This design comes from an exercise in tuning for small area, a short achievable clock period and few clock cycles per item on the open sky130 flow, not from production work.
RTL that was checked went through simulation tests only; none was proved equivalent to the original.
The RTL of run 3 was laid out without a check of its function.
Power is estimated from default activity; no workload was simulated.

===== flow/constraint.sdc =====
create_clock -name core_clock -period 10.0 [get_ports {clk}]
set_input_delay 2.0000 -clock core_clock [delete_from_list [all_inputs] [get_ports {clk}]]
set_output_delay 2.0000 -clock core_clock [all_outputs]
set_load 0.01 [all_outputs]

===== flow/flow/run.sh =====
#!/bin/bash
set -euo pipefail
export BUFFER_PORTS_ARGS="-buffer_cell sky130_fd_sc_hd__buf_2"
export SETUP_SLACK_MARGIN=6.9
bash standard.sh > standard.log 2>&1

===== flow/design.v =====
`timescale 1ns/10ps
module  ATCONV(
	input		clk,
	input		reset,
	output 	    busy,
	input		ready,
	output reg	[11:0]	iaddr,
	input signed [12:0]	idata,
	output	reg 	cwr,
	output  reg	[11:0]	caddr_wr,
	output reg 	[12:0] 	cdata_wr,
	output	reg 	crd,       
	output  reg	[11:0] 	caddr_rd,
	input 	[12:0] 	cdata_rd,
	output reg 	csel
	);
	localparam K = 4;           
	localparam L = K + 2;       
	function gt9;
		input [8:0] a, b;
		reg g;
		integer i;
		begin
			g = 1'b0;
			for (i = 0; i < 9; i = i + 1)
				g = (a[i] & ~b[i]) | (~(a[i] ^ b[i]) & g);
			gt9 = g;
		end
	endfunction
	function [9:0] dec10;
		input [9:0] x;
		reg c;
		integer i;
		begin
			c = 1'b1;
			for (i = 0; i < 10; i = i + 1) begin
				dec10[i] = x[i] ^ c;
				c = c & ~x[i];
			end
		end
	endfunction
	function [12:0] inc13;
		input [12:0] x;
		input ci;
		reg c;
		integer i;
		begin
			c = ci;
			for (i = 0; i < 13; i = i + 1) begin
				inc13[i] = x[i] ^ c;
				c = c & x[i];
			end
		end
	endfunction
	reg        run;
	reg        busy_r;    
	reg [2:0]  ci;
	reg [5:0]  s;
	reg        cp;
	reg [4:0]  b;
	assign busy = busy_r;
	wire tail   = b[4] & (s == 6'd2);
	wire last_i = tail ? (ci == 3'd4) : (ci == L-1);
	reg [2:0] n_ci;
	reg [5:0] n_s;
	reg       n_cp;
	reg [4:0] n_b;
	always @(*) begin
		n_ci = ci + 3'd1;
		n_s  = s;
		n_cp = cp;
		n_b  = b;
		if (last_i) begin
			n_ci = 3'd0;
			if (b[4]) begin
				if (s != 6'd2) n_s = s + 6'd1;
			end else if (s == 6'd32) begin
				n_s = cp ? 6'd0 : 6'd1;
				n_cp = ~cp;
				if (cp) n_b = b + 5'd1;
			end else
				n_s = s + 6'd1;
		end
	end
	wire [7:0] row  = {b[4:1], 3'b000} + {7'd0, b[0]} + {4'd0, ci, 1'b0} - 8'd2;
	wire [5:0] rowc = row[7] ? 6'd0 : (row[6] ? 6'd63 : row[5:0]);
	wire [5:0] sm1  = s - 6'd1;
	wire [5:0] s32  = 6'd32 - s;
	wire [5:0] col  = cp ? ((s == 6'd0) ? 6'd0 : {sm1[4:0], 1'b1})
	                     : ((s == 6'd0) ? 6'd63 : {s32[4:0], 1'b0});
	wire fl = (s == 6'd0) | (cp & (s == 6'd1));    
	wire wv = (ci >= 3'd2) & (((s >= 6'd2) & ~b[4]) | (fl & ((b != 5'd0) | cp)));
	reg [12:0] pix, x1, x2;
	always @(posedge clk) begin
		pix <= idata;
		x1  <= pix;
		x2  <= x1;
	end
	reg [3:0] wvp;           
	reg [2:0] flp;           
	always @(posedge clk or posedge reset) begin
		if (reset) begin
			wvp <= 4'b0000;
			flp <= 3'b000;
		end else begin
			wvp <= {wvp[2:0], wv & run};
			flp <= {flp[1:0], fl};
		end
	end
	reg [17*L-1:0] Pring;
	reg [16*L-1:0] Nring;
	wire [15:0] sx2 = {{3{x2[12]}}, x2};
	wire [15:0] spx = {{3{pix[12]}}, pix};
	wire [15:0] v   = sx2 + spx + {x1[12], x1, 2'b00};                          
	reg  [15:0] Vr;
	always @(posedge clk)
		Vr <= v;
	wire [15:0] Nh = Nring[15:0];
	wire [15:0] Xo = flp[2] ? Nh : Vr;
	wire [16:0] t2 = Pring[16:0] - {Xo[15], Xo};    
	wire [16:0] Pn = {x2, 4'b0000} + {x2[12], x2, 3'b000} - {Vr, 1'b0} - {Nh[15], Nh};
	reg  [12:0] t2r;
	reg         t2f;
	always @(posedge clk) begin
		Pring <= {Pn, Pring[17*L-1:17]};
		Nring <= {Vr, Nring[16*L-1:16]};
		t2r   <= t2[16:4];
		t2f   <= (t2[3:2] == 2'b11);      
	end
	wire [12:0] tb  = t2r + 13'h1FF4 + {12'd0, t2f};
	wire ok0 = ~tb[12] & (|tb[11:0]) & (tb[11:0] < 12'hFF5);
	wire [12:0] l0 = {1'b0, tb[11:0] & {12{ok0}}};
	reg [2:0] wg;
	reg [1:0] wj;
	reg       wrp, wpar;
	reg [4:0] wk;
	always @(posedge clk or posedge reset) begin
		if (reset) begin
			wg <= 3'd0; wj <= 2'd0; wrp <= 1'b0; wpar <= 1'b0; wk <= 5'd0;
		end else if (wvp[3]) begin
			wj <= wj + 2'd1;
			if (wj == 2'b11) begin
				wk <= wk + 5'd1;
				if (wk == 5'd31) begin
					wpar <= ~wpar;
					if (wpar) begin
						wrp <= ~wrp;
						if (wrp) wg <= wg + 3'd1;
					end
				end
			end
		end
	end
	wire [5:0] wrow = {wg, wj, wrp};
	wire [5:0] wcol = {wk ^ {5{~wpar}}, wpar};
	reg [12:0] pc;             
	reg        pst, pwp, c0;
	reg        rv, r0;
	reg [8:0]  rdr, mx;
	reg        rd;             
	reg        done;           
	wire [12:0] pcn = pc + {12'd0, rd};
	wire [2:0] st = tail ? 3'd2 : 3'd3;
	wire [2:0] wc = tail ? 3'd4 : 3'd5;
	reg  [3:0]  rg;            
	reg         pen;
	wire [2:0]  pg  = pc[11:9];
	wire [4:0]  pj  = pc[8:4];
	wire [3:0]  pg1 = {1'b0, pg} + 4'd1;
	wire        lst = b[0] & cp;                       
	wire        r_same = ({1'b0, pg} < rg) | (({1'b0, pg} == b[4:1]) & lst & ({1'b0, pj} + 6'd4 <= s));
	wire        r_j1   = ({1'b0, pg} < rg) | (({1'b0, pg} == b[4:1]) & lst & ({1'b0, pj} + 6'd5 <= s));
	wire        r_g1   = ~pg1[3] & ((pg1 < rg) | ((pg1 == b[4:1]) & lst & (s >= 6'd4)));
	wire        pen_n  = ~pc[12] & ((~pst | (pc[3:2] != 2'b11)) ? r_same :
	                                (pj != 5'd31) ? r_j1 : r_g1);
	wire rd_next = run & ~done & ((ci == st) ? pen :
	               ((ci == st + 3'd1) | (ci == 3'd0) | (ci == 3'd1)) ? pst : 1'b0);
	wire [9:0]  l1a = dec10(pc[11:2]);
	wire [8:0]  mxi = {1'b0, mx[8:1]} + {8'd0, mx[0]};
	wire [12:0] l1 = {mxi, 4'b0000};
	wire wr1  = (ci == wc) & pwp;
	always @(posedge clk) begin
		rdr <= {cdata_rd[11:4], |cdata_rd[3:0]};
		if (rv) mx <= (r0 | gt9(rdr, mx)) ? rdr : mx;
		crd <= rd_next;
		pen <= pen_n;
		caddr_rd <= (run & ~done) ? {pcn[11:9], pcn[3:2], pcn[1], pcn[8:4], pcn[0]} : 12'd0;
		cdata_wr <= wr1 ? l1 : l0;
		caddr_wr <= wr1 ? {2'b00, l1a[9:7], l1a[1:0], l1a[6:2]} : {wrow, wcol};
		if (!run) iaddr <= 12'd63;
		else iaddr <= {rowc, col};
	end
	always @(posedge clk) begin
		busy_r <= ~reset & (run ? ~done : ready);
		cwr    <= ~reset & run & ~done & (wvp[3] | wr1);
		csel   <= ~reset & run & ~done & wr1;
	end
	always @(posedge clk or posedge reset) begin
		if (reset) begin
			done <= 1'b0;
			run <= 1'b0;
			ci <= 3'd1; s <= 6'd0; cp <= 1'b0; b <= 5'd0;
			pc <= 13'd0; pst <= 1'b0; pwp <= 1'b0; c0 <= 1'b0; rg <= 4'd0;
			rv <= 1'b0; r0 <= 1'b0;
			rd <= 1'b0;
		end else begin
			rv <= rd;
			r0 <= c0;
			rg <= ((s >= 6'd2) | cp | b[0]) ? b[4:1] : ((b[4:1] == 4'd0) ? 4'd0 : b[4:1] - 4'd1);
			if (!run) begin
				run <= ready;
				rd <= 1'b0;
				c0 <= 1'b0;
			end else if (done) begin
				run <= 1'b0;
				ci <= 3'd1; s <= 6'd0; cp <= 1'b0; b <= 5'd0;
				pc <= 13'd0; pst <= 1'b0; pwp <= 1'b0; c0 <= 1'b0; done <= 1'b0;
				rd <= 1'b0;
			end else begin
				ci <= n_ci; s <= n_s; cp <= n_cp; b <= n_b;
				pc <= pcn;
				rd <= rd_next;
				c0 <= (ci == st) & pen;
				if (ci == st) begin
					pst <= pen;
					pwp <= pst;
				end
				done <= wr1 & (l1a == 10'h3FF);
			end
		end
	end
endmodule

===== flow/config.mk =====
export PLATFORM = sky130hd
export DESIGN_NAME = ATCONV
export DESIGN_NICKNAME = ATCONV
export VERILOG_FILES = /design/flow/design.v
export SDC_FILE = /design/flow/constraint.sdc
export NUM_CORES = 4
export LEC_CHECK = 0
export CAP_MARGIN = 20
export CORE_MARGIN = 2
export CORE_UTILIZATION = 40
export CTS_CLUSTER_DIAMETER = 100
export CTS_CLUSTER_SIZE = 30
export SLEW_MARGIN = 20

===== flow/standard.sh =====
#!/bin/bash
# synth_recipe.tcl (not shown) runs the flow's synth.tcl, then flattens the netlist and writes it again
# the make line also repeats each setting of config.mk as NAME=value (left out here)
make -C /OpenROAD-flow-scripts/flow DESIGN_CONFIG=/design/flow/config.mk WORK_HOME=/design/flow/orfs CLKGATE_MAP_FILE= SYNTH_SCRIPT=/design/flow/synth_recipe.tcl "${@:-finish}"

==> results of run 1 <==
[layer usage]
layer,part of all wire,vias up
met3,0.028,35
met2,0.44,130
met4,0.027,0
met1,0.50,4122
met5,0,-
li1,-,4482
[layout by cell type (no fill, tap or decap), types with 7 or more instances in the layout]
cell type  synthesis  layout
buf_2              3      80
fa_1              41      41
nor4_1             7       7
a21o_1            22      22
nand4_1            9       9
o21bai_1           9       9
a21oi_1           61      60
ha_1             117     116
and2_1            10      10
nand3_1           22      21
edfxtp_1           9       9
xnor2_1           85      85
o21ai_0           30      28
inv_1             86      84
nand2_1           54      53
o31ai_1            9       9
o21a_1            10      10
nor2_1            65      65
a211oi_1           9       7
dfrtp_1           58      56
mux2i_1           20      20
nor3_1            30      30
dfxtp_1          330     325
o22ai_1           20      20
xor2_1            24      24
clkbuf_16          0      19
[where the power goes]
group | total (mW) | leakage (nW) | internal [mW] | switching [mW]
combinational | 2.29 | 3.31 | 1.06 | 1.23
sequential | 2.39 | 3.65 | 2.16 | 0.232
clock | 0.863 | 0.276 | 0.370 | 0.493
total | 5.55 | 7.23 | 3.60 | 1.95
[final cells by class]
class                   instances  area (µm²)
clock buffers                  23         500
clock inverters                 5        66.3
fillers                      3378       20200
inverters                      87         330
multi-input cells             750        6180
flip-flops and latches        398        8370
well taps                     468         586
repair buffers                 84         430
[worst paths after layout]
path	startpoint	to	slack, ps	cells after the start
min in group asynchronous	reset	wg[1]	1710	3
min reg2reg	Nring[46]	Nring[30]	320	0
max in group asynchronous	reset	flp[2]	7700	3
max	crd	crd	6980	1
max reg2reg	x2[0]	Pring[100]	7020	9
min	Nring[46]	Nring[30]	320	0
[kinds of logic after synthesis]
group | after synthesis
AO/OA/AOI/OAI | 222
XOR/XNOR | 109
adder cells (fa/ha/maj) | 158
buffers and inverters | 116
flip-flops | 398
multiplexers | 24
AND/OR/NAND/NOR | 237
[sequential cells by signal, indices dropped and copies added, names as in the netlist, 6 cells and up]
name      flops
iaddr        12
t2r          13
Nring        96
Pring       102
x2           13
s             6
pix          13
caddr_rd     12
x1           13
mx            9
pc           13
Vr           16
cdata_wr     13
rdr           9
caddr_wr     12
[stage by stage]
| stage | hold slack [ps] | cells | worst slack [ps] |
|---|---|---|---|
| CTS | 321 | 1815 | 6910 |
| finish | 321 | 1815 | 6980 |
| detailed placement | 312 | 1786 | 6720 |
| global route | 326 | 1815 | 6840 |
| global placement | 310 | 1786 | 6730 |
| floorplan | 310 | 1264 | 6710 |
[timing repair]
action                                  4_1_cts  5_1_grt
setup buffers                                 1        0
resized for setup                             3       18
endpoints found under the setup margin        9       16
pin swaps                                     1        2
==> flow_summary.json, run 1 <==
{
  "grt_max_degree": 61,
  "power_density_nw_per_um2": 337,
  "finalHoldViolations": 0,
  "drt-initial-drc-count": 293,
  "clk_pin_slew_worst_paths_ps": 110,
  "grt_overflow": 0,
  "post-route-util": 0.448,
  "crit_family": "flip-flops",
  "grt_use_met3": 0.0171,
  "syn_inst": 1264,
  "worstPathArrival_ps": 1020,
  "synth_top_area_share": 0.443,
  "layout_min_cycle_time_ps": 3020,
  "power.total_mw": 5.55,
  "fin_setup_tns_ps": 0,
  "syn-cell-area_um2": 14900,
  "setup.worst_path.end_class": "primary output",
  "placed_area_um2": 15800,
  "holdBufCountCts": 0,
  "cp_slowest_cell": "dfxtp_2",
  "setup_violations": 0,
  "tightestPinTransition_ps": 1020,
  "ir_drop_v": 0.000149,
  "p_leak_nw": 7.23,
  "antenna_found_initial": 0,
  "clock_sinks": 398,
  "grtUsageTotal": 0.133,
  "top_usage_layer": "met2",
  "cp_num_buf_inv": 1,
  "first_pass_iters": 4,
  "wl_per_cell_um": 14.0,
  "yosysTopAreaCell": "dfxtp_1",
  "synth.most_common_cell": "dfxtp_1",
  "cts_tree": "yes",
  "cts-buffers-inserted": 18,
  "core_um2": 36700,
  "yosys.area_share.xor_xnor": 0.0639,
  "drv_cap": 0,
  "grt_pass1_wl_um": 42400,
  "synth_area_per_cell_um2": 11.8,
  "status": "no timing/DRC/antenna violations",
  "worst_clock_skew_ps": 18.9,
  "placementRows": 70,
  "slew_headroom": 0.317,
  "yosys_warnings": 1,
  "die_y_um": 197,
  "synth-adder-area-share": 0.153,
  "synth_edf_count": 9,
  "vias": 8769,
  "grt_setup_unrepaired": "true",
  "crit_type": "flip-flop to primary output",
  "holdCritPathClass": "flip-flop to flip-flop",
  "slowest_delay_ps": 360,
  "synth.distinct_cells": 66,
  "worst-path-max-fanout": 1,
  "place.gp.congestion": 0.825,
  "cts_max_level": 1,
  "drive_above_1_share": 0.105,
  "synth_top_family_by_area": "adder cells",
  "crit_chain": "buf_2",
  "area_growth_pct": 10.2,
  "synthTopCellsByArea": "dfxtp_1 44%, ha_1 9.8%, dfrtp_1 9.7%",
  "start_util": 0.407,
  "worstSetupStartpointType": "flip-flop",
  "slew_viol_final": 0,
  "synth-seq-cells": 398,
  "use_met1": 0.190,
  "fmax_ghz": 0.331,
  "diodes": 0,
  "drc_errors": 0,
  "syn_nets": 1451,
  "dpl.hpwl_um": 18800,
  "cts-root-buf": "clkbuf_16",
  "post-route-period-util": 0.302,
  "cp.required_ps": 8000,
  "first_global_vias": 8496,
  "yosys_most_used_dff": "dfxtp_1",
  "fin_nets": 1526,
  "clock_latency_ps": 530,
  "use_met2": 0.210,
  "yosysSeqAreaShare": 0.560,
  "design_area_um2": 16500,
  "synth-simple-area-share": 0.0779,
  "io_buffers": 80,
  "muxShareOfSynthArea": 0.0164,
  "synthTopCellsByCount": "330 x dfxtp_1, 117 x ha_1, 86 x inv_1",
  "async_reset_ff_frac": 0.148,
  "antenna_left": 0,
  "io_pins": 82,
  "die_x_um": 197,
  "clock_path_buffers": 3,
  "synth-compound-area-share": 0.0992,
  "post_drt_via_cell_ratio": 4.83,
  "finalWirelength_um": 25500,
  "dieArea_um2": 38900
}
Testbench counts, summed over its fixed seeds: cycles 216,096, images 32.
==> inputs of run 2 (changes only) <==
--- a/flow/config.mk
+++ b/flow/config.mk
@@ -7,7 +7,8 @@
 export LEC_CHECK = 0
 export CAP_MARGIN = 20
 export CORE_MARGIN = 2
-export CORE_UTILIZATION = 40
+export CORE_UTILIZATION = 55
 export CTS_CLUSTER_DIAMETER = 100
 export CTS_CLUSTER_SIZE = 30
+export PLACE_DENSITY = 0.7
 export SLEW_MARGIN = 20
==> run 2 against run 1 <==
  * Setup slack improved by 18 ps
  * Critical path depth unchanged
  * Via count increased by 2.2%
  * Sequential power about the same
  * Clock power decreased by 9.8%
  * Largest power group unchanged
  * Hold slack improved by 2.8 ps
==> flow_summary.json, run 2 <==
{
  "io_buffers": 80,
  "holdBufCountCts": 0,
  "worstSetupStartpointType": "flip-flop",
  "antenna_found_initial": 0,
  "slowest_delay_ps": 360,
  "fin_setup_tns_ps": 0,
  "synthTopCellsByArea": "dfxtp_1 44%, ha_1 9.8%, dfrtp_1 9.7%",
  "first_pass_iters": 4,
  "grt_overflow": 0,
  "holdCritPathClass": "flip-flop to flip-flop",
  "synth_edf_count": 9,
  "setup.worst_path.end_class": "primary output",
  "power_density_nw_per_um2": 336,
  "drc_errors": 0,
  "fmax_ghz": 0.333,
  "first_global_vias": 8762,
  "dpl.hpwl_um": 18400,
  "diodes": 0,
  "clock_sinks": 398,
  "cts-buffers-inserted": 17,
  "worst-path-max-fanout": 1,
  "vias": 8963,
  "syn-cell-area_um2": 14900,
  "placementRows": 60,
  "cts_max_level": 1,
  "reg2reg_from": "s[0]",
  "tightestPinTransition_ps": 916,
  "p_leak_nw": 7.19,
  "synth_area_per_cell_um2": 11.8,
  "cts-root-buf": "clkbuf_16",
  "crit_family": "flip-flops",
  "area_growth_pct": 8.50,
  "synth.most_common_cell": "dfxtp_1",
  "core_um2": 26800,
  "syn_nets": 1451,
  "fillers": 2169,
  "clock_path_buffers": 3,
  "cp.required_ps": 8000,
  "clock_latency_ps": 520,
  "drt-initial-drc-count": 448,
  "synth-seq-cells": 398,
  "slew_viol_final": 0,
  "post_drt_via_cell_ratio": 5.32,
  "synth_top_area_share": 0.443,
  "start_util": 0.557,
  "die_y_um": 169,
  "finalHoldViolations": 0,
  "yosysTopAreaCell": "dfxtp_1",
  "design_area_um2": 16200,
  "reg_top3": "Pring (102), Nring (96), Vr (16)",
  "multi_input_area_um2": 6170,
  "cts_tree": "yes",
  "cp_slowest_cell": "dfxtp_1",
  "dieArea_um2": 28500,
  "crit_chain": "buf_2",
  "syn_inst": 1264,
  "min_from": "Pring[64]",
  "yosysSeqAreaShare": 0.560,
  "drv_cap": 0,
  "io_pins": 82,
  "final_cell_mix": "326 x dfxtp_1, 116 x ha_1, 85 x xnor2_1, 84 x inv_1, 80 x buf_2",
  "seq_area_um2": 8360,
  "finalWirelength_um": 24800,
  "drive_above_1_share": 0.103,
  "final_common_cell": "dfxtp_1",
  "yosys_most_used_dff": "dfxtp_1",
  "grtUsageTotal": 0.178,
  "crit_type": "flip-flop to primary output",
  "post-route-period-util": 0.300,
  "crit_start": "caddr_wr[8]",
  "post-route-util": 0.604,
  "die_x_um": 169,
  "yosys_warnings": 1,
  "ir_drop_v": 0.000186,
  "grt_pass1_wl_um": 41800,
  "async_reset_ff_frac": 0.148,
  "placed_area_um2": 15700,
  "setup_violations": 0,
  "slew_headroom": 0.388,
  "place.gp.congestion": 0.843,
  "wl_per_cell_um": 14.7,
  "worstPathArrival_ps": 1000,
  "antenna_left": 0,
  "synth.distinct_cells": 66,
  "fin_nets": 1525,
  "layout_min_cycle_time_ps": 3000,
  "synthTopCellsByCount": "330 x dfxtp_1, 117 x ha_1, 86 x inv_1",
  "worst_clock_skew_ps": 17.2,
  "clk_pin_slew_worst_paths_ps": 110,
  "grt_setup_unrepaired": "true",
  "status": "no timing/DRC/antenna violations",
  "largest-register": "Pring",
  "largest_register_ffs": 102,
  "grt_max_degree": 61,
  "cp_num_buf_inv": 1
}
[run 2: changes by cell type in the layout (fill, tap and decap cells not counted), sizes merged]
cell,delta
inv,-1
clkbuf,-2
[run 2: repair_timing]
action	in CTS	in global routing
gates cloned	0	0
gates resized for setup	5	14
setup buffers	2	0
pin swaps	1	0
endpoints found under the setup margin	17	11
[run 2: per-stage QoR]
stage	std cells	setup slack (ps)	hold WS, ps	power (mW)
final	1685	7000	324	5.44
after global routing	1685	6880	335	5.89
after CTS	1685	6960	326	5.48
after detailed placement	1658	6620	312	4.67
after global placement	1658	6680	310	4.59
after floorplan	1264	6710	310	4.17
[run 2: worst paths after layout]
path | to | slack, ps | cells after the start
setup reg to reg | b[3] | 7030 | 9
hold / removal | Pring[47] | 320 | 0
min in group asynchronous | wg[0] | 1720 | 3
max in group asynchronous | flp[2] | 7650 | 3
setup / recovery | caddr_wr[8] | 7000 | 1
hold reg to reg | Pring[47] | 320 | 0
[run 2: final cells by class]
type | count | share of cell area
flip-flops and latches | 398 | 0.516
multi-input cells | 750 | 0.381
clock buffers | 21 | 0.0272
repair buffers | 84 | 0.0266
well taps | 341 | 0.0263
inverters | 87 | 0.0204
clock inverters | 4 | 0.00239
[run 2: cells by family after synthesis]
| kind of cell | count (synthesis) | share of synthesized area |
|---|---|---|
| simple gates | 237 | 0.0779 |
| compound gates | 222 | 0.0992 |
| buf+inv | 116 | 0.0299 |
| xor+xnor | 109 | 0.0639 |
| fa+ha+maj | 158 | 0.153 |
| mux | 24 | 0.0164 |
| flops | 398 | 0.560 |
[run 2: power by group]
part,switching (mW),internal (mW)
logic,1.22,1.05
clock network,0.455,0.323
registers,0.235,2.16
[run 2: layer usage]
| layer | GRT usage | vias to the layer above | share of wire |
|---|---|---|---|
| met5 | 0 | - | 0 |
| met2 | 0.298 | 160 | 0.46 |
| met3 | 0.0231 | 33 | 0.045 |
| li1 | - | 4479 | - |
| met1 | 0.249 | 4291 | 0.48 |
| met4 | 0.0412 | 0 | 0.016 |
==> inputs of run 3 (changes only) <==
--- a/flow/design.v
+++ b/flow/design.v
@@ -162,17 +162,12 @@
 	wire [12:0] pcn = pc + {12'd0, rd};
 	wire [2:0] st = tail ? 3'd2 : 3'd3;
 	wire [2:0] wc = tail ? 3'd4 : 3'd5;
-	reg  [3:0]  rg;            
-	reg         pen;
-	wire [2:0]  pg  = pc[11:9];
-	wire [4:0]  pj  = pc[8:4];
-	wire [3:0]  pg1 = {1'b0, pg} + 4'd1;
-	wire        lst = b[0] & cp;                       
-	wire        r_same = ({1'b0, pg} < rg) | (({1'b0, pg} == b[4:1]) & lst & ({1'b0, pj} + 6'd4 <= s));
-	wire        r_j1   = ({1'b0, pg} < rg) | (({1'b0, pg} == b[4:1]) & lst & ({1'b0, pj} + 6'd5 <= s));
-	wire        r_g1   = ~pg1[3] & ((pg1 < rg) | ((pg1 == b[4:1]) & lst & (s >= 6'd4)));
-	wire        pen_n  = ~pc[12] & ((~pst | (pc[3:2] != 2'b11)) ? r_same :
-	                                (pj != 5'd31) ? r_j1 : r_g1);
+	reg  [6:0]  cr;
+	reg         pen, pil0;
+	reg         cr_inc1, cr_inc3;      
+	wire        cr_dec  = (ci == st) & pen & pil0;
+	wire        il0   = pst ? (pc[3:2] == 2'b11) : (pc[3:2] == 2'b00);    
+	wire        pen_n = ~pc[12] & (~il0 | (cr != 7'd0));
 	wire rd_next = run & ~done & ((ci == st) ? pen :
 	               ((ci == st + 3'd1) | (ci == 3'd0) | (ci == 3'd1)) ? pst : 1'b0);
 	wire [9:0]  l1a = dec10(pc[11:2]);
@@ -184,6 +179,9 @@
 		if (rv) mx <= (r0 | gt9(rdr, mx)) ? rdr : mx;
 		crd <= rd_next;
 		pen <= pen_n;
+		pil0 <= il0;
+		cr_inc1 <= last_i & b[0] & cp & (s >= 6'd3) & (s <= 6'd31);
+		cr_inc3 <= last_i & ~b[0] & ~cp & (s == 6'd1) & (b != 5'd0);
 		caddr_rd <= (run & ~done) ? {pcn[11:9], pcn[3:2], pcn[1], pcn[8:4], pcn[0]} : 12'd0;
 		cdata_wr <= wr1 ? l1 : l0;
 		caddr_wr <= wr1 ? {2'b00, l1a[9:7], l1a[1:0], l1a[6:2]} : {wrow, wcol};
@@ -200,13 +198,12 @@
 			done <= 1'b0;
 			run <= 1'b0;
 			ci <= 3'd1; s <= 6'd0; cp <= 1'b0; b <= 5'd0;
-			pc <= 13'd0; pst <= 1'b0; pwp <= 1'b0; c0 <= 1'b0; rg <= 4'd0;
+			pc <= 13'd0; pst <= 1'b0; pwp <= 1'b0; c0 <= 1'b0; cr <= 7'd0;
 			rv <= 1'b0; r0 <= 1'b0;
 			rd <= 1'b0;
 		end else begin
 			rv <= rd;
 			r0 <= c0;
-			rg <= ((s >= 6'd2) | cp | b[0]) ? b[4:1] : ((b[4:1] == 4'd0) ? 4'd0 : b[4:1] - 4'd1);
 			if (!run) begin
 				run <= ready;
 				rd <= 1'b0;
@@ -214,11 +211,12 @@
 			end else if (done) begin
 				run <= 1'b0;
 				ci <= 3'd1; s <= 6'd0; cp <= 1'b0; b <= 5'd0;
-				pc <= 13'd0; pst <= 1'b0; pwp <= 1'b0; c0 <= 1'b0; done <= 1'b0;
+				pc <= 13'd0; pst <= 1'b0; pwp <= 1'b0; c0 <= 1'b0; done <= 1'b0; cr <= 7'd0;
 				rd <= 1'b0;
 			end else begin
 				ci <= n_ci; s <= n_s; cp <= n_cp; b <= n_b;
 				pc <= pcn;
+				cr <= cr_inc1 ? cr + 7'd1 : cr_inc3 ? cr + 7'd3 : cr_dec ? cr - 7'd1 : cr;
 				rd <= rd_next;
 				c0 <= (ci == st) & pen;
 				if (ci == st) begin
--- a/flow/config.mk
+++ b/flow/config.mk
@@ -7,8 +7,7 @@
 export LEC_CHECK = 0
 export CAP_MARGIN = 20
 export CORE_MARGIN = 2
-export CORE_UTILIZATION = 55
+export CORE_UTILIZATION = 40
 export CTS_CLUSTER_DIAMETER = 100
 export CTS_CLUSTER_SIZE = 30
-export PLACE_DENSITY = 0.7
 export SLEW_MARGIN = 20
==> run 3 against run 2 <==
  * Global-route usage fell by 5.0 points
  * First-iteration DRC count fell by 2.5%
  * Via count fell by 1.6%
  * Critical path type is now flip-flop to flip-flop
  * Largest power group unchanged
==> flow_summary.json, run 3 <==
{
  "yosysSeqAreaShare": 0.571,
  "p_leak_nw": 7.15,
  "post-place-ws_ps": 6530,
  "holdBufCountCts": 0,
  "synth_top_area_share": 0.448,
  "drc_errors": 0,
  "p_sw_frac": 0.352,
  "placementRows": 70,
  "combPwrFrac": 0.417,
  "start_util": 0.406,
  "dpl.hpwl_um": 17600,
  "synth.most_common_cell": "dfxtp_1",
  "grt_pass1_wl_um": 41500,
  "crit_type": "flip-flop to flip-flop",
  "reg2reg_slack_ps": 6990,
  "intPower_mw": 3.56,
  "die_x_um": 197,
  "syn_nets": 1450,
  "die_y_um": 197,
  "antenna_found_initial": 0,
  "power.total_mw": 5.49,
  "largest-register": "Pring",
  "clock_path_buffers": 3,
  "slew_viol_final": 0,
  "finalHoldViolations": 0,
  "finalWirelength_um": 24400,
  "vias": 8816,
  "reg_top3": "Pring (102), Nring (96), Vr (16)",
  "cts_tree": "yes",
  "reg2reg_from": "Vr[3]",
  "clk_pin_slew_worst_paths_ps": 110,
  "synth_edf_count": 9,
  "drt-initial-drc-count": 437,
  "antenna_left": 0,
  "grt_overflow": 0,
  "holdCritPathClass": "flip-flop to flip-flop",
  "worstSetupStartpointType": "flip-flop",
  "regToRegEndpoint": "Pring[101]",
  "tightestPinTransition_ps": 940,
  "post_drt_via_cell_ratio": 4.82,
  "ir_drop_v": 0.000181,
  "cp.required_ps": 10420,
  "io_buffers": 80,
  "worstPathArrival_ps": 3440,
  "synth-seq-cells": 404,
  "crit_start": "Vr[3]",
  "synth.distinct_cells": 61,
  "cp_num_buf_inv": 1,
  "io_pins": 82,
  "slowest_delay_ps": 570,
  "post-route-period-util": 0.301,
  "layout_min_cycle_time_ps": 3010,
  "cts-buffers-inserted": 17,
  "worst-path-max-fanout": 4,
  "power_frac_clock": 0.146,
  "clock_latency_ps": 530,
  "yosys_most_used_dff": "dfxtp_1",
  "fin_setup_tns_ps": 0,
  "crit_end": "Pring[101]",
  "syn_inst": 1279,
  "syn-cell-area_um2": 14900,
  "post_cts_buffers": 0,
  "fin_ws_ps": 6990,
  "synthTopCellsByArea": "dfxtp_1 45%, dfrtp_1 10%, ha_1 8.4%",
  "final_common_cell": "dfxtp_1",
  "final_cell_mix": "330 x dfxtp_1, 99 x ha_1, 94 x inv_1, 80 x buf_2, 78 x xnor2_1",
  "cp_slowest_cell": "fa_1",
  "clock_sinks": 404,
  "grt_setup_unrepaired": "true",
  "largest_register_ffs": 102,
  "yosysTopAreaCell": "dfxtp_1",
  "crit_chain": "inv_1 -> fa_1 -> fa_1 -> ha_4 -> a211oi_4 -> o21ai_1 -> a31o_2 -> a211oi_4 -> o21ai_0 -> xnor2_1",
  "yosys_warnings": 1,
  "power_density_nw_per_um2": 336,
  "drive_above_1_share": 0.0971,
  "slew_headroom": 0.372,
  "cts_max_level": 1,
  "place.gp.congestion": 0.833,
  "diodes": 0,
  "reg2regPathDepth": 10,
  "dieArea_um2": 38800,
  "setup_violations": 0,
  "design_area_um2": 16300,
  "worst_clock_skew_ps": 17.7,
  "status": "no timing/DRC/antenna violations",
  "async_reset_ff_frac": 0.153,
  "synthTopCellsByCount": "333 x dfxtp_1, 100 x ha_1, 95 x inv_1",
  "placed_area_um2": 15800,
  "area_growth_pct": 9.72,
  "grtUsageTotal": 0.128,
  "fin_nets": 1525,
  "first_global_vias": 8626,
  "wl_per_cell_um": 13.4,
  "drv_cap": 0,
  "fmax_ghz": 0.332,
  "core_um2": 36600,
  "netSwitchingPower_mw": 1.93,
  "cts-root-buf": "clkbuf_16",
  "crit_family": "adder cells",
  "grt_max_degree": 64,
  "setup.worst_path.end_class": "flip-flop",
  "crit_cells": 10,
  "fillers": 3398,
  "synth_area_per_cell_um2": 11.6,
  "power_frac_seq": 0.437,
  "first_pass_iters": 5
}
## run 3: per-layer routing
metal,track usage,wire (µm),up-vias
li1,-,-,4490
met1,0.185,12600,4148
met2,0.203,10400,147
met3,0.0161,825,31
met4,0.0370,583,0
met5,0,0,-
## run 3: worst reg2reg max path, cell delays in order (launching register included)
cell	delay [ps]
dfxtp_1	380
inv_1	70
fa_1	480
fa_1	570
ha_4	240
a211oi_4	250
o21ai_1	140
a31o_2	250
a211oi_4	240
o21ai_0	150
xnor2_1	140
## run 3: cell type report
cell class | count | area, µm² | area share
Clock buffer | 22 | 454 | 0.0278
Timing Repair Buffer | 85 | 438 | 0.0268
Tap cell | 468 | 586 | 0.0359
Inverter | 96 | 364 | 0.0223
Clock inverter | 3 | 30.0 | 0.00184
Multi-Input combinational cell | 750 | 5960 | 0.365
Sequential cell | 404 | 8490 | 0.520
## run 3: cell families after synthesis
| group | count (synthesis) | synth area share |
|---|---|---|
| multiplexers | 26 | 0.0179 |
| flip-flops | 404 | 0.571 |
| AO/OA/AOI/OAI | 235 | 0.100 |
| AND/OR/NAND/NOR | 247 | 0.0792 |
| buffers and inverters | 125 | 0.0327 |
| adder cells (fa/ha/maj) | 142 | 0.141 |
| XOR/XNOR | 100 | 0.0589 |
## run 3: worst min path at each step
stage / from / cells past startpoint / slack, ps / end
global placement: Pring[73] / 0 / 310 / Pring[56]
floorplan: Nring[16] / 0 / 310 / Nring[0]
global route: Nring[69] / 0 / 320 / Nring[53]
CTS: Nring[69] / 0 / 320 / Nring[53]
detailed placement: Nring[40] / 0 / 310 / Nring[24]
finish: Nring[69] / 0 / 320 / Nring[53]
## run 3: power by group through the flow
| stage | Sequential, mW | Combinational [mW] | Clock [mW] |
|---|---|---|---|
| after floorplan | 2.39 | 1.77 | 0 |
| after CTS | 2.41 | 2.24 | 0.846 |
| after detailed placement | 2.45 | 2.20 | 0 |
| after global placement | 2.43 | 2.16 | 0 |
| after global routing | 2.47 | 2.61 | 0.895 |
| final | 2.40 | 2.29 | 0.801 |
## run 3: stage by stage
stage | instances | util | hold slack (ps)
global placement | 1803 | 0.431 | 310
detailed placement | 1803 | 0.431 | 312
global route | 1828 | 0.446 | 325
floorplan | 1279 | - | 310
CTS | 1828 | 0.445 | 324
finish | 1828 | 0.446 | 324
## run 3: what timing repair did
action                     in CTS  in global routing
pin swaps                       2                  0
setup endpoints to repair       3                  5
resized for setup               6                 10
==> inputs of run 4 (changes only) <==
--- a/flow/design.v
+++ b/flow/design.v
@@ -36,19 +36,6 @@
 			for (i = 0; i < 10; i = i + 1) begin
 				dec10[i] = x[i] ^ c;
 				c = c & ~x[i];
-			end
-		end
-	endfunction
-	function [12:0] inc13;
-		input [12:0] x;
-		input ci;
-		reg c;
-		integer i;
-		begin
-			c = ci;
-			for (i = 0; i < 13; i = i + 1) begin
-				inc13[i] = x[i] ^ c;
-				c = c & x[i];
 			end
 		end
 	endfunction
@@ -82,12 +69,14 @@
 				n_s = s + 6'd1;
 		end
 	end
-	wire [7:0] row  = {b[4:1], 3'b000} + {7'd0, b[0]} + {4'd0, ci, 1'b0} - 8'd2;
-	wire [5:0] rowc = row[7] ? 6'd0 : (row[6] ? 6'd63 : row[5:0]);
-	wire [5:0] sm1  = s - 6'd1;
-	wire [5:0] s32  = 6'd32 - s;
-	wire [5:0] col  = cp ? ((s == 6'd0) ? 6'd0 : {sm1[4:0], 1'b1})
-	                     : ((s == 6'd0) ? 6'd63 : {s32[4:0], 1'b0});
+	wire       ci0  = (ci == 3'd0);
+	wire       ci5  = (ci == 3'd5);
+	wire [2:0] rgrp = b[3:1] + {2'b00, ci5} - {2'b00, ci0};
+	wire [1:0] cim1 = ci[1:0] - 2'd1;
+	wire [5:0] rowc = (ci0 & (b[4:1] == 4'd0)) ? 6'd0 :
+	                  (ci5 & (b[4:1] == 4'd7)) ? 6'd63 : {rgrp, cim1, b[0]};
+	wire [4:0] sm1  = s[4:0] - 5'd1;
+	wire [5:0] col  = (s == 6'd0) ? {6{~cp}} : {sm1 ^ {5{~cp}}, cp};
 	wire fl = (s == 6'd0) | (cp & (s == 6'd1));    
 	wire wv = (ci >= 3'd2) & (((s >= 6'd2) & ~b[4]) | (fl & ((b != 5'd0) | cp)));
 	reg [12:0] pix, x1, x2;
--- a/flow/config.mk
+++ b/flow/config.mk
@@ -7,7 +7,8 @@
 export LEC_CHECK = 0
 export CAP_MARGIN = 20
 export CORE_MARGIN = 2
-export CORE_UTILIZATION = 40
+export CORE_UTILIZATION = 55
 export CTS_CLUSTER_DIAMETER = 100
 export CTS_CLUSTER_SIZE = 30
+export PLACE_DENSITY = 0.7
 export SLEW_MARGIN = 20
==> run 4 against run 3 <==
  * Maximum frequency increased by 0.85%
  * Largest power group unchanged
  * Sequential power about the same
  * First-iteration DRC count decreased by 9.6%
  * Hold slack improved by 2.4 ps
  * Critical endpoint unchanged
  * Clock skew decreased by 1.6 ps
  * Still clean on timing, DRC and antenna
  * Critical path depth increased by 2
  * Core utilization increased by 16 points
  * Synthesized cell count decreased by 5.2%
==> flow_summary.json, run 4 <==
{
  "synth_edf_count": 9,
  "worstSetupStartpointType": "flip-flop",
  "final_common_cell": "dfxtp_1",
  "yosys_most_used_dff": "dfxtp_1",
  "yosysTopAreaCell": "dfxtp_1",
  "syn-cell-area_um2": 14600,
  "synth_top_area_share": 0.457,
  "io_pins": 82,
  "synthTopCellsByCount": "333 x dfxtp_1, 97 x ha_1, 78 x inv_1",
  "cts_tree": "yes",
  "drc_errors": 0,
  "holdBufCountCts": 0,
  "cp.required_ps": 10410,
  "power_density_nw_per_um2": 334,
  "wl_met2_um": 9700,
  "setup_violations": 0,
  "grt_pass1_wl_um": 37600,
  "reg_top3": "Pring (102), Nring (96), Vr (16)",
  "io_buffers": 80,
  "clock_sinks": 404,
  "finalWirelength_um": 21900,
  "m1WireLength_um": 11100,
  "drt-initial-drc-count": 395,
  "area_growth_pct": 9.00,
  "start_util": 0.560,
  "clock_path_buffers": 3,
  "vias": 8222,
  "synthTopCellsByArea": "dfxtp_1 46%, dfrtp_1 10%, ha_1 8.3%",
  "final_cell_mix": "329 x dfxtp_1, 95 x ha_1, 80 x buf_2, 77 x nor2_1, 77 x inv_1",
  "yosysSeqAreaShare": 0.582,
  "placed_area_um2": 15300,
  "crit_family": "adder cells",
  "p_leak_nw": 7.09,
  "design_area_um2": 15900,
  "first_pass_iters": 5,
  "place.gp.congestion": 0.819,
  "worst-path-max-fanout": 4,
  "grtUsageTotal": 0.160,
  "holdCritPathClass": "flip-flop to flip-flop",
  "largest-register": "Pring",
  "post-route-period-util": 0.299,
  "layout_min_cycle_time_ps": 2990,
  "wl_per_cell_um": 13.4,
  "synth.distinct_cells": 64,
  "cts-buffers-inserted": 17,
  "synth_area_per_cell_um2": 12.0,
  "slew_headroom": 0.364,
  "wl_met3_um": 806,
  "synth-seq-cells": 404,
  "tightestPinTransition_ps": 953,
  "cts-root-buf": "clkbuf_16",
  "async_reset_ff_frac": 0.153,
  "die_y_um": 167,
  "cp_num_buf_inv": 1,
  "post_drt_via_cell_ratio": 5.02,
  "clock_latency_ps": 520,
  "die_x_um": 167,
  "slowest_delay_ps": 530,
  "syn_inst": 1213,
  "diodes": 0,
  "finalHoldViolations": 0,
  "top_layer": "met4",
  "setup.worst_path.end_class": "flip-flop",
  "first_global_vias": 8132,
  "dieArea_um2": 27800,
  "ir_drop_v": 0.000174,
  "largest_register_ffs": 102,
  "dpl.hpwl_um": 16100,
  "grt_overflow": 0,
  "placementRows": 59,
  "fmax_ghz": 0.335,
  "drive_above_1_share": 0.111,
  "worstPathArrival_ps": 3400,
  "drv_cap": 0,
  "worst_clock_skew_ps": 16.1,
  "cts_max_level": 1,
  "status": "no timing/DRC/antenna violations",
  "antenna_found_initial": 0,
  "crit_type": "flip-flop to flip-flop",
  "grt_setup_unrepaired": "true",
  "fin_nets": 1463,
  "slew_viol_final": 0,
  "cp_slowest_cell": "fa_1",
  "grt_max_degree": 64,
  "yosys_warnings": 1,
  "syn_nets": 1381,
  "clk_pin_slew_worst_paths_ps": 110,
  "core_um2": 26100,
  "antenna_left": 0,
  "crit_chain": "inv_1 -> fa_1 -> fa_1 -> ha_1 -> o21ai_0 -> nor2_1 -> o21a_1 -> a21oi_2 -> o21ai_1 -> o21ai_1 -> o21ai_0 -> xnor2_1",
  "fin_setup_tns_ps": 0,
  "synth.most_common_cell": "dfxtp_1"
}
-- run 4: logic make-up after synthesis --
group	count (synthesis)	share of synthesized area
DFF	404	0.582
and+or+nand+nor	247	0.0841
AOI/OAI and AO/OA	185	0.0801
adders and majority gates	139	0.141
xor gates and xnor gates	109	0.0668
buffers and inverters	105	0.0289
muxes	24	0.0170
-- run 4: layer usage --
| layer | track usage | vias up |
|---|---|---|
| met5 | 0 | - |
| met4 | 0.0345 | 0 |
| met3 | 0.0240 | 20 |
| met2 | 0.262 | 126 |
| met1 | 0.228 | 3845 |
| li1 | - | 4231 |
-- run 4: metrics by stage --
stage,utilization,power (mW),setup slack (ps),hold slack [ps],std cells
2_1_floorplan,-,4.05,6660,310,1213
3_3_place_gp,0.587,4.41,6730,309,1605
3_5_place_dp,0.587,4.48,6710,312,1605
4_1_cts,0.608,5.34,6850,323,1632
5_1_grt,0.610,5.77,6850,328,1637
6_report,0.610,5.31,7010,326,1637
-- run 4: area by class of cell --
cell class | instances | area, µm²
clock buffers | 23 | 448
flip-flops and latches | 404 | 8500
clock inverters | 3 | 50.0
well taps | 335 | 419
inverters | 79 | 300
fillers | 2086 | 10200
multi-input cells | 704 | 5710
repair buffers | 89 | 468
-- run 4: what timing repair did --
action / in CTS / in global routing
gates resized for setup: 5 / 10
endpoints found under the setup margin: 8 / 10
pin swaps: 1 / 2
buffers inserted: 1 / 5
-- run 4: worst reg2reg max path: stages, from the launching register on --
cell	delay, ps
dfxtp_1	360
inv_1	70
fa_1	530
fa_1	430
ha_1	360
o21ai_0	170
nor2_1	80
o21a_1	200
a21oi_2	190
o21ai_1	110
o21ai_1	140
o21ai_0	120
xnor2_1	140
-- run 4: worst paths after layout --
check	start	to	slack [ps]	depth (start not counted)
max	Vr[4]	Pring[101]	7010	12
min	Pring[28]	Pring[11]	330	0
max reg2reg	Vr[4]	Pring[101]	7010	12
min reg2reg	Pring[28]	Pring[11]	330	0
max in group asynchronous	reset	flp[2]	7660	3
min in group asynchronous	reset	pc[9]	1740	3
-- run 4: power by group --
part | total (mW) | internal [mW] | leakage, nW | switching [mW]
registers | 2.42 | 2.19 | 3.71 | 0.236
clock network | 0.813 | 0.349 | 0.241 | 0.463
logic | 2.08 | 1.00 | 3.14 | 1.07
Testbench counts of run 4, summed over its fixed seeds: cycles 215,776, images 32.
==> inputs of run 5 (changes only) <==
==> flow/flow/run.sh (replaced) <==
#!/bin/bash
set -euo pipefail
export BUFFER_PORTS_ARGS="-buffer_cell sky130_fd_sc_hd__buf_2"
export SETUP_SLACK_MARGIN=7.05
bash standard.sh > standard.log 2>&1
--- a/flow/config.mk
+++ b/flow/config.mk
@@ -7,8 +7,7 @@
 export LEC_CHECK = 0
 export CAP_MARGIN = 20
 export CORE_MARGIN = 2
-export CORE_UTILIZATION = 55
+export CORE_UTILIZATION = 40
 export CTS_CLUSTER_DIAMETER = 100
 export CTS_CLUSTER_SIZE = 30
-export PLACE_DENSITY = 0.7
 export SLEW_MARGIN = 20
==> run 5 against run 4 <==
  * Still clean on timing, DRC and antenna
  * Non-clock buffer count up 3
  * Hold slack better by 5.8 ps
  * Clock power down 2%
  * Combinational power up 8%
  * Cell count up 7.8%
  * Sequential share of layout area down 1.1 points
  * Design area up 2.5%
  * Critical path depth down 11
  * Area after synthesis unchanged
  * Critical endpoint is now crd
==> flow_summary.json, run 5 <==
{
  "start_util": 0.408,
  "finalWirelength_um": 23100,
  "synthTopCellsByCount": "333 x dfxtp_1, 97 x ha_1, 78 x inv_1",
  "yosysTopAreaCell": "dfxtp_1",
  "holdWs_ps": 332,
  "setup_violations": 0,
  "first_pass_iters": 4,
  "largest_register_ffs": 102,
  "cts-buffers-inserted": 17,
  "netSwitchingPower_mw": 1.85,
  "crit_family": "flip-flops",
  "io_pins": 82,
  "crit_start": "crd",
  "fin_cells": 1764,
  "regToRegEndpoint": "Pring[99]",
  "dpl.hpwl_um": 16700,
  "placed_area_um2": 15500,
  "finalHoldViolations": 0,
  "diodes": 0,
  "reg_top3": "Pring (102), Nring (96), Vr (16)",
  "wl_per_cell_um": 13.1,
  "min_from": "Pring[46]",
  "status": "no timing/DRC/antenna violations",
  "largest-register": "Pring",
  "synth_edf_count": 9,
  "synth.distinct_cells": 64,
  "seq_area_um2": 8530,
  "yosysSeqAreaShare": 0.582,
  "syn-cell-area_um2": 14600,
  "design_area_um2": 16300,
  "cp_slowest_cell": "dfxtp_2",
  "reg2regPathDepth": 12,
  "fillers": 3332,
  "post-route-util": 0.456,
  "synth_top_area_share": 0.457,
  "cts_max_level": 1,
  "clk_pin_slew_worst_paths_ps": 110,
  "combPwrFrac": 0.412,
  "synthTopCellsByArea": "dfxtp_1 46%, dfrtp_1 10%, ha_1 8.3%",
  "post-route-period-util": 0.298,
  "crit_type": "flip-flop to primary output",
  "drc_errors": 0,
  "crit_end": "crd",
  "core_um2": 35700,
  "placementRows": 69,
  "power_frac_seq": 0.442,
  "power_density_nw_per_um2": 336,
  "clock_latency_ps": 520,
  "power.total_mw": 5.47,
  "worst_clock_skew_ps": 14.3,
  "yosys_warnings": 1,
  "holdBufCountCts": 0,
  "antenna_left": 0,
  "grt_overflow": 0,
  "slowest_delay_ps": 350,
  "synth-seq-cells": 404,
  "grt_max_degree": 64,
  "grt_pass1_wl_um": 38800,
  "syn_inst": 1213,
  "dieArea_um2": 38000,
  "drt-initial-drc-count": 317,
  "reg2reg_slack_ps": 7080,
  "crit_chain": "buf_6",
  "power_frac_clock": 0.146,
  "synth_area_per_cell_um2": 12.0,
  "cts-root-buf": "clkbuf_16",
  "slew_viol_final": 0,
  "tightestPinTransition_ps": 943,
  "fin_setup_tns_ps": 0,
  "layout_min_cycle_time_ps": 2980,
  "syn_nets": 1381,
  "die_y_um": 195,
  "intPower_mw": 3.62,
  "worst-path-max-fanout": 1,
  "clock_sinks": 404,
  "cp.required_ps": 8000,
  "vias": 8246,
  "setup.worst_path.end_class": "primary output",
  "dp.cells": 1732,
  "ir_drop_v": 0.000163,
  "p_leak_nw": 7.15,
  "area_growth_pct": 11.7,
  "grt_setup_unrepaired": "true",
  "die_x_um": 195,
  "yosys_most_used_dff": "dfxtp_1",
  "worstPathArrival_ps": 980,
  "post_drt_via_cell_ratio": 4.67,
  "grtUsageTotal": 0.122,
  "io_buffers": 80,
  "fin_ws_ps": 7020,
  "multi_input_area_um2": 5780,
  "fmax_ghz": 0.335,
  "holdCritPathClass": "flip-flop to flip-flop",
  "clock_path_buffers": 3,
  "drive_above_1_share": 0.145,
  "final_cell_mix": "302 x dfxtp_1, 92 x ha_1, 77 x nor2_1, 75 x inv_1, 74 x xnor2_1",
  "place.gp.congestion": 0.792,
  "async_reset_ff_frac": 0.153,
  "worstSetupStartpointType": "flip-flop",
  "cp_num_buf_inv": 1,
  "crit_cells": 1,
  "first_global_vias": 8077,
  "reg2reg_from": "Nring[4]",
  "slew_headroom": 0.371,
  "p_sw_frac": 0.338,
  "final_common_cell": "dfxtp_1",
  "drv_cap": 0,
  "fin_nets": 1466,
  "post-place-ws_ps": 6740,
  "antenna_found_initial": 0,
  "cts_tree": "yes",
  "synth.most_common_cell": "dfxtp_1"
}
[run 5: cell types whose count changed in the layout (fill, tap and decap cells not counted), sizes merged]
cell	delta
clkinv	+2
buf	+3
clkbuf	-3
bufinv	-1
[run 5: timing repair]
action                                 CTS  global route
setup buffers                            3             5
pin swaps                                5            14
gates resized for setup                 37            42
endpoints found under the hold margin    0             0
setup endpoints to repair               62            64
[run 5: layer usage]
layer | global-route usage | share of wire | wire, µm | vias up
li1 | - | - | - | 4230
met1 | 0.175 | 0.51 | 11900 | 3878
met2 | 0.196 | 0.43 | 9970 | 115
met3 | 0.0210 | 0.041 | 937 | 23
met4 | 0.0235 | 0.012 | 282 | 0
met5 | 0 | 0 | 0 | -
[run 5: cells by family after synthesis]
| kind of cell | count (synthesis) | synth area share |
|---|---|---|
| XOR/XNOR | 109 | 0.0668 |
| buffers and inverters | 105 | 0.0289 |
| AND/OR/NAND/NOR | 247 | 0.0841 |
| multiplexers | 24 | 0.0170 |
| flip-flops | 404 | 0.582 |
| adder cells (fa/ha/maj) | 139 | 0.141 |
| AO/OA/AOI/OAI | 185 | 0.0801 |
[run 5: how the worst min path moves through the flow]
| stage | endpoint | slack (ps) | depth (start not counted) |
|---|---|---|---|
| 2_1_floorplan | Nring[0] | 310 | 0 |
| 3_3_place_gp | Pring[24] | 310 | 0 |
| 3_5_place_dp | Nring[16] | 310 | 0 |
| 4_1_cts | Pring[28] | 330 | 0 |
| 5_1_grt | Nring[23] | 340 | 0 |
| 6_report | Pring[29] | 330 | 0 |
[run 5: area by class of cell]
cell class | instances | share of cell area
tap | 461 | 0.0354
multi-input combinational | 704 | 0.355
timing repair buffer | 92 | 0.0376
clock inverter | 4 | 0.00177
clock buffer | 20 | 0.0274
sequential | 404 | 0.524
inverter | 79 | 0.0184
[run 5: power groups by stage]
stage / Sequential [mW] / Clock (mW) / Combinational (mW)
after CTS: 2.42 / 0.835 / 2.16
final: 2.42 / 0.798 / 2.25
after detailed placement: 2.45 / 0 / 2.04
after floorplan: 2.39 / 0 / 1.65
after global placement: 2.43 / 0 / 2.01
after global routing: 2.49 / 0.897 / 2.56
==> inputs of run 6 (changes only) <==
==> flow/flow/run.sh (replaced) <==
#!/bin/bash
set -euo pipefail
export BUFFER_PORTS_ARGS="-buffer_cell sky130_fd_sc_hd__buf_2"
export SETUP_SLACK_MARGIN=6.75
bash standard.sh > standard.log 2>&1
==> run 6 against run 5 <==
  * Critical endpoint is now Pring[99]
  * Total power decreased by 3.7%
  * Critical path type is now flip-flop to flip-flop
  * Routed wire length shrank 1.4%
  * Design area is 1.9% lower
  * Hold slack improved by 1.2 ps
  * Clock power about the same
  * Maximum frequency fell by 3.9%
  * Die area unchanged
  * Critical path depth increased by 11
==> flow_summary.json, run 6 <==
{
  "io_pins": 82,
  "worst-path-max-fanout": 4,
  "post-route-period-util": 0.310,
  "holdBufCountCts": 0,
  "clock_sinks": 404,
  "fillers": 3355,
  "grt_overflow": 0,
  "cts-buffers-inserted": 17,
  "fmax_ghz": 0.322,
  "synthTopCellsByArea": "dfxtp_1 46%, dfrtp_1 10%, ha_1 8.3%",
  "synth.distinct_cells": 64,
  "dpl.hpwl_um": 16700,
  "place.gp.congestion": 0.792,
  "synth_top_area_share": 0.457,
  "worst_clock_skew_ps": 11.5,
  "synth-seq-cells": 404,
  "hold_path_end": "Pring[29]",
  "slowest_delay_ps": 570,
  "design_area_um2": 16000,
  "cp_num_buf_inv": 1,
  "cp_slowest_cell": "fa_1",
  "synth.most_common_cell": "dfxtp_1",
  "clk_pin_slew_worst_paths_ps": 110,
  "synthTopCellsByCount": "333 x dfxtp_1, 97 x ha_1, 78 x inv_1",
  "crit_type": "flip-flop to flip-flop",
  "syn_nets": 1381,
  "setup.worst_path.end_class": "flip-flop",
  "cts-root-buf": "clkbuf_16",
  "largest_register_ffs": 102,
  "grtUsageTotal": 0.122,
  "min_from": "Pring[46]",
  "tightestPinTransition_ps": 963,
  "syn_inst": 1213,
  "cts_tree": "yes",
  "fin_nets": 1458,
  "setup_violations": 0,
  "yosysTopAreaCell": "dfxtp_1",
  "fin_cells": 1756,
  "yosys_most_used_dff": "dfxtp_1",
  "cts_max_level": 1,
  "area_growth_pct": 9.56,
  "worstSetupStartpointType": "flip-flop",
  "power_density_nw_per_um2": 330,
  "antenna_found_initial": 0,
  "fin_ws_ps": 6900,
  "p_sw_frac": 0.338,
  "wl_per_cell_um": 12.9,
  "grt_max_degree": 64,
  "reg2reg_slack_ps": 6900,
  "clock_latency_ps": 520,
  "slew_viol_final": 0,
  "cp.required_ps": 10410,
  "clock_path_buffers": 3,
  "first_global_vias": 8038,
  "yosysSeqAreaShare": 0.582,
  "reg_top3": "Pring (102), Nring (96), Vr (16)",
  "antenna_left": 0,
  "reg2reg_from": "Vr[3]",
  "hold_path_depth": 0,
  "reg2regPathDepth": 12,
  "post-route-util": 0.447,
  "post-place-ws_ps": 6740,
  "intPower_mw": 3.49,
  "async_reset_ff_frac": 0.153,
  "grt_setup_unrepaired": "false",
  "status": "no timing/DRC/antenna violations",
  "drc_errors": 0,
  "diodes": 0,
  "power_frac_clock": 0.151,
  "drv_cap": 0,
  "crit_family": "adder cells",
  "combPwrFrac": 0.392,
  "first_pass_iters": 4,
  "post_cts_buffers": 0,
  "finalWirelength_um": 22700,
  "regToRegEndpoint": "Pring[99]",
  "fin_setup_tns_ps": 0,
  "finalHoldViolations": 0,
  "dp.cells": 1732,
  "placed_area_um2": 15500,
  "drive_above_1_share": 0.107,
  "drt-initial-drc-count": 330,
  "io_buffers": 80,
  "post_drt_via_cell_ratio": 4.67,
  "synth_edf_count": 9,
  "start_util": 0.408,
  "synth_area_per_cell_um2": 12.0,
  "worstPathArrival_ps": 3520,
  "final_cell_mix": "329 x dfxtp_1, 96 x ha_1, 80 x buf_2, 77 x nor2_1, 77 x inv_1",
  "ir_drop_v": 0.000144,
  "largest-register": "Pring",
  "power_frac_seq": 0.457,
  "core_um2": 35700,
  "syn-cell-area_um2": 14600,
  "die_x_um": 195,
  "yosys_warnings": 1,
  "layout_min_cycle_time_ps": 3100,
  "crit_chain": "inv_1 -> fa_1 -> fa_1 -> ha_4 -> a211oi_1 -> nor2_1 -> o21a_1 -> a21oi_2 -> o21ai_0 -> nor2_1 -> o21bai_1 -> xor2_1",
  "die_y_um": 195,
  "final_common_cell": "dfxtp_1",
  "slew_headroom": 0.358,
  "dieArea_um2": 38000,
  "holdCritPathClass": "flip-flop to flip-flop",
  "vias": 8206,
  "placementRows": 69,
  "p_leak_nw": 7.06,
  "netSwitchingPower_mw": 1.78,
  "grt_pass1_wl_um": 38500
}
run 6: cell types whose count changed in the layout (fill, tap and decap cells not counted), sizes merged:
cell	delta
buf	-8
run 6: what timing repair did:
action	in CTS	in global routing
endpoints found under the setup margin	2	4
endpoints found under the hold margin	0	0
gates resized for setup	1	10
pin swaps	0	1
run 6: cell type report:
type | count | area, µm² | area share
sequential | 404 | 8490 | 0.532
multi-input combinational | 704 | 5700 | 0.357
tap | 461 | 577 | 0.0361
clock buffer | 20 | 447 | 0.0280
timing repair buffer | 84 | 430 | 0.0269
inverter | 79 | 300 | 0.0188
clock inverter | 4 | 28.8 | 0.00180
run 6: per-layer routing:
layer	vias up	routed length, µm	track usage
met5	-	0	0
met3	23	944	0.0213
met2	105	9770	0.194
met1	3858	11700	0.174
met4	0	282	0.0235
li1	4220	-	-
run 6: metrics by stage:
| stage | total power [mW] | hold slack, ps |
|---|---|---|
| final | 5.26 | 333 |
| after global routing | 5.73 | 340 |
| after CTS | 5.32 | 330 |
| after detailed placement | 4.50 | 312 |
| after global placement | 4.44 | 310 |
| after floorplan | 4.05 | 310 |
run 6: kinds of logic (layout without fill, tap and decap cells):
| group | count (synthesis) | in the layout | synth area share |
|---|---|---|---|
| xor gates and xnor gates | 109 | 109 | 0.0668 |
| DFF | 404 | 404 | 0.582 |
| AOI/OAI and AO/OA | 185 | 185 | 0.0801 |
| and+or+nand+nor | 247 | 247 | 0.0841 |
| buffers and inverters | 105 | 187 | 0.0289 |
| adders and majority gates | 139 | 139 | 0.141 |
| muxes | 24 | 24 | 0.0170 |
run 6: worst max path at each step:
stage / start / endpoint / slack [ps] / depth (start not counted)
6_report: Vr[3] / Pring[99] / 6900 / 12
5_1_grt: Vr[4] / Pring[99] / 6750 / 12
4_1_cts: Vr[3] / Pring[101] / 6780 / 12
3_5_place_dp: Vr[3] / Pring[101] / 6740 / 12
3_3_place_gp: Vr[3] / Pring[101] / 6750 / 12
2_1_floorplan: reset / busy_r / 6660 / 2
run 6: power groups by stage:
stage / logic (mW) / clock network [mW] / registers, mW
final: 2.07 / 0.795 / 2.40
after global placement: 2.01 / 0 / 2.43
after CTS: 2.07 / 0.835 / 2.41
after floorplan: 1.65 / 0 / 2.39
after detailed placement: 2.04 / 0 / 2.45
after global routing: 2.36 / 0.896 / 2.48
==> inputs of run 7 (changes only) <==
==> flow/flow/run.sh (replaced) <==
#!/bin/bash
set -euo pipefail
export BUFFER_PORTS_ARGS="-buffer_cell sky130_fd_sc_hd__buf_2"
export SETUP_SLACK_MARGIN=6.9
bash standard.sh > standard.log 2>&1
==> run 7 against run 6 <==
  * Core utilization is 0.14 points higher
  * Clock power hardly changed
  * Clock skew is 1.2 ps higher
  * Maximum frequency is 3.0% higher
  * Sequential power hardly changed
  * Hold slack worse by 3.9 ps
  * Total power is 0.96% higher
  * Register-to-register slack better by 120 ps
  * Combinational power is 2% higher
  * Cell count stayed put
  * Setup slack better by 89 ps
  * Via count is 0.13% higher
==> flow_summary.json, run 7 <==
{
  "slew_headroom": 0.363,
  "placementRows": 69,
  "setup_violations": 0,
  "synth.most_common_cell": "dfxtp_1",
  "grt_overflow": 0,
  "synth.distinct_cells": 64,
  "diodes": 0,
  "hold_path_depth": 0,
  "finalHoldViolations": 0,
  "synth-adder-area-share": 0.141,
  "fin_cells": 1756,
  "placed_area_um2": 15500,
  "reg_top3": "Pring (102), Nring (96), Vr (16)",
  "grt_setup_unrepaired": "false",
  "yosys_warnings": 1,
  "muxShareOfSynthArea": 0.0170,
  "design_area_um2": 16000,
  "syn-cell-area_um2": 14600,
  "post-place-ws_ps": 6740,
  "fmax_ghz": 0.332,
  "final_cell_mix": "323 x dfxtp_1, 94 x ha_1, 80 x buf_2, 77 x nor2_1, 77 x inv_1",
  "io_pins": 82,
  "status": "no timing/DRC/antenna violations",
  "drv_cap": 0,
  "post-route-period-util": 0.301,
  "synthTopCellsByCount": "333 x dfxtp_1, 97 x ha_1, 78 x inv_1",
  "dpl.hpwl_um": 16700,
  "yosys_most_used_dff": "dfxtp_1",
  "start_util": 0.408,
  "wl_per_cell_um": 13.0,
  "post-route-util": 0.448,
  "holdCritPathClass": "flip-flop to flip-flop",
  "synth-simple-area-share": 0.0841,
  "holdWs_ps": 329,
  "p_sw_frac": 0.339,
  "crit_family": "flip-flops",
  "first_pass_iters": 5,
  "grt_pass1_wl_um": 38600,
  "die_x_um": 195,
  "regToRegEndpoint": "Pring[99]",
  "area_growth_pct": 9.89,
  "cp.required_ps": 8000,
  "die_y_um": 195,
  "crit_type": "flip-flop to primary output",
  "min_from": "Pring[46]",
  "setup.worst_path.end_class": "primary output",
  "grt_max_degree": 64,
  "synth_edf_count": 9,
  "place.gp.congestion": 0.792,
  "power_frac_clock": 0.150,
  "vias": 8217,
  "grtUsageTotal": 0.122,
  "cts_tree": "yes",
  "intPower_mw": 3.52,
  "largest-register": "Pring",
  "drc_errors": 0,
  "synthTopCellsByArea": "dfxtp_1 46%, dfrtp_1 10%, ha_1 8.3%",
  "cts-root-buf": "clkbuf_16",
  "reg2regPathDepth": 12,
  "clk_pin_slew_worst_paths_ps": 110,
  "hold_path_end": "Pring[29]",
  "largest_register_ffs": 102,
  "holdBufCountCts": 0,
  "power.total_mw": 5.32,
  "syn_inst": 1213,
  "p_leak_nw": 7.07,
  "yosys.area_share.xor_xnor": 0.0668,
  "syn_nets": 1381,
  "clock_path_buffers": 3,
  "io_buffers": 80,
  "worst_clock_skew_ps": 12.7,
  "synth_top_area_share": 0.457,
  "post_drt_via_cell_ratio": 4.68,
  "synth-seq-cells": 404,
  "core_um2": 35700,
  "power_frac_seq": 0.453,
  "cts-buffers-inserted": 17,
  "slowest_delay_ps": 360,
  "reg2reg_from": "Vr[3]",
  "cts_max_level": 1,
  "antenna_left": 0,
  "clock_latency_ps": 520,
  "layout_min_cycle_time_ps": 3010,
  "dp.cells": 1732,
  "combPwrFrac": 0.398,
  "drt-initial-drc-count": 304,
  "clock_sinks": 404,
  "yosysTopAreaCell": "dfxtp_1",
  "reg2reg_slack_ps": 7020,
  "async_reset_ff_frac": 0.153,
  "cp_slowest_cell": "dfxtp_1",
  "fin_ws_ps": 6990,
  "antenna_found_initial": 0,
  "worstSetupStartpointType": "flip-flop",
  "finalWirelength_um": 22800,
  "power_density_nw_per_um2": 332,
  "ir_drop_v": 0.000144,
  "cp_num_buf_inv": 1,
  "slew_viol_final": 0,
  "yosysSeqAreaShare": 0.582,
  "final_common_cell": "dfxtp_1",
  "synth_top_family_by_area": "adder cells",
  "tightestPinTransition_ps": 955,
  "dieArea_um2": 38000,
  "worst-path-max-fanout": 1,
  "netSwitchingPower_mw": 1.80,
  "crit_chain": "buf_2",
  "fin_setup_tns_ps": 0,
  "synth_area_per_cell_um2": 12.0,
  "synth-compound-area-share": 0.0801,
  "worstPathArrival_ps": 1010,
  "fin_nets": 1458,
  "drive_above_1_share": 0.115,
  "first_global_vias": 8045
}
run 7: metal layers:
metal | global-route usage | wire (µm)
met4 | 0.0235 | 282
met3 | 0.0213 | 964
met2 | 0.194 | 9830
met5 | 0 | 0
met1 | 0.174 | 11700
run 7: power by group through the flow:
stage / Sequential [mW] / Clock [mW] / Combinational, mW
floorplan: 2.39 / 0 / 1.65
global placement: 2.43 / 0 / 2.01
detailed placement: 2.45 / 0 / 2.04
CTS: 2.41 / 0.835 / 2.08
global route: 2.48 / 0.896 / 2.41
finish: 2.41 / 0.795 / 2.11
run 7: repair_timing:
item / in CTS / in global routing
setup buffers: 0 / 0
endpoints found under the setup margin: 4 / 8
pin swaps: 0 / 5
gates resized for setup: 7 / 17
run 7: final cells by class:
cell class,instances,area (µm²)
Clock buffer,20,447
Clock inverter,4,28.8
Fill cell,3350,19700
Inverter,79,300
Multi-Input combinational cell,704,5740
Sequential cell,404,8500
Tap cell,461,577
Timing Repair Buffer,84,430
run 7: logic make-up (layout without fill, tap and decap cells):
logic type      after synthesis  count (layout)
flops                       404             404
simple gates                247             247
compound gates              185             185
fa+ha+maj                   139             139
xor+xnor                    109             109
buf+inv                     105             187
mux                          24              24
run 7: worst max path at each step:
stage                 end  cells after the start  start  slack, ps
2_1_floorplan      busy_r                      2  reset       6660
3_3_place_gp   Pring[101]                     12  Vr[3]       6750
3_5_place_dp   Pring[101]                     12  Vr[3]       6740
4_1_cts        Pring[101]                     12  Vr[4]       6870
5_1_grt        Pring[101]                     12  Vr[5]       6900
6_report              crd                      1    crd       6990

-- port drivers added, routing unchanged --
The results above use ideal ports. As a check the final layouts listed here were re-extracted and re-timed, cells and wires unchanged.
Step 1 assumes that a clkbuf_16 drives the clock port and a buf_2 every other input.
Step 2, shift: input delay + t, output delay - t, t = (earliest + latest rising clock arrival at the registers) / 2. This alone moves slack from input paths to output paths.
Slacks: ideal / step 1 / step 2; pairs: ideal / step 1.
run | shift t [ns] | setup slack, ns | hold slack, ns
run 1 | 0.574 | 6.980 / 6.929 / 6.896 | 0.321 / 0.321 / 0.321
run 2 | 0.557 | 6.998 / 6.951 / 6.883 | 0.324 / 0.324 / 0.324
run 3 | 0.570 | 6.988 / 6.959 / 6.868 | 0.324 / 0.324 / 0.324
run 4 | 0.559 | 7.013 / 6.966 / 6.883 | 0.326 / 0.326 / 0.326
run 5 | 0.564 | 7.018 / 6.967 / 6.823 | 0.332 / 0.332 / 0.332
run 6 | 0.563 | 6.896 / 6.896 / 6.843 | 0.333 / 0.333 / 0.333
run 7 | 0.564 | 6.985 / 6.935 / 6.841 | 0.329 / 0.329 / 0.329
After both steps setup and hold are still met in every run listed. The setup slack of run 5, which loses most, moves by -0.051 ns with the drivers and by -0.195 ns with both steps.
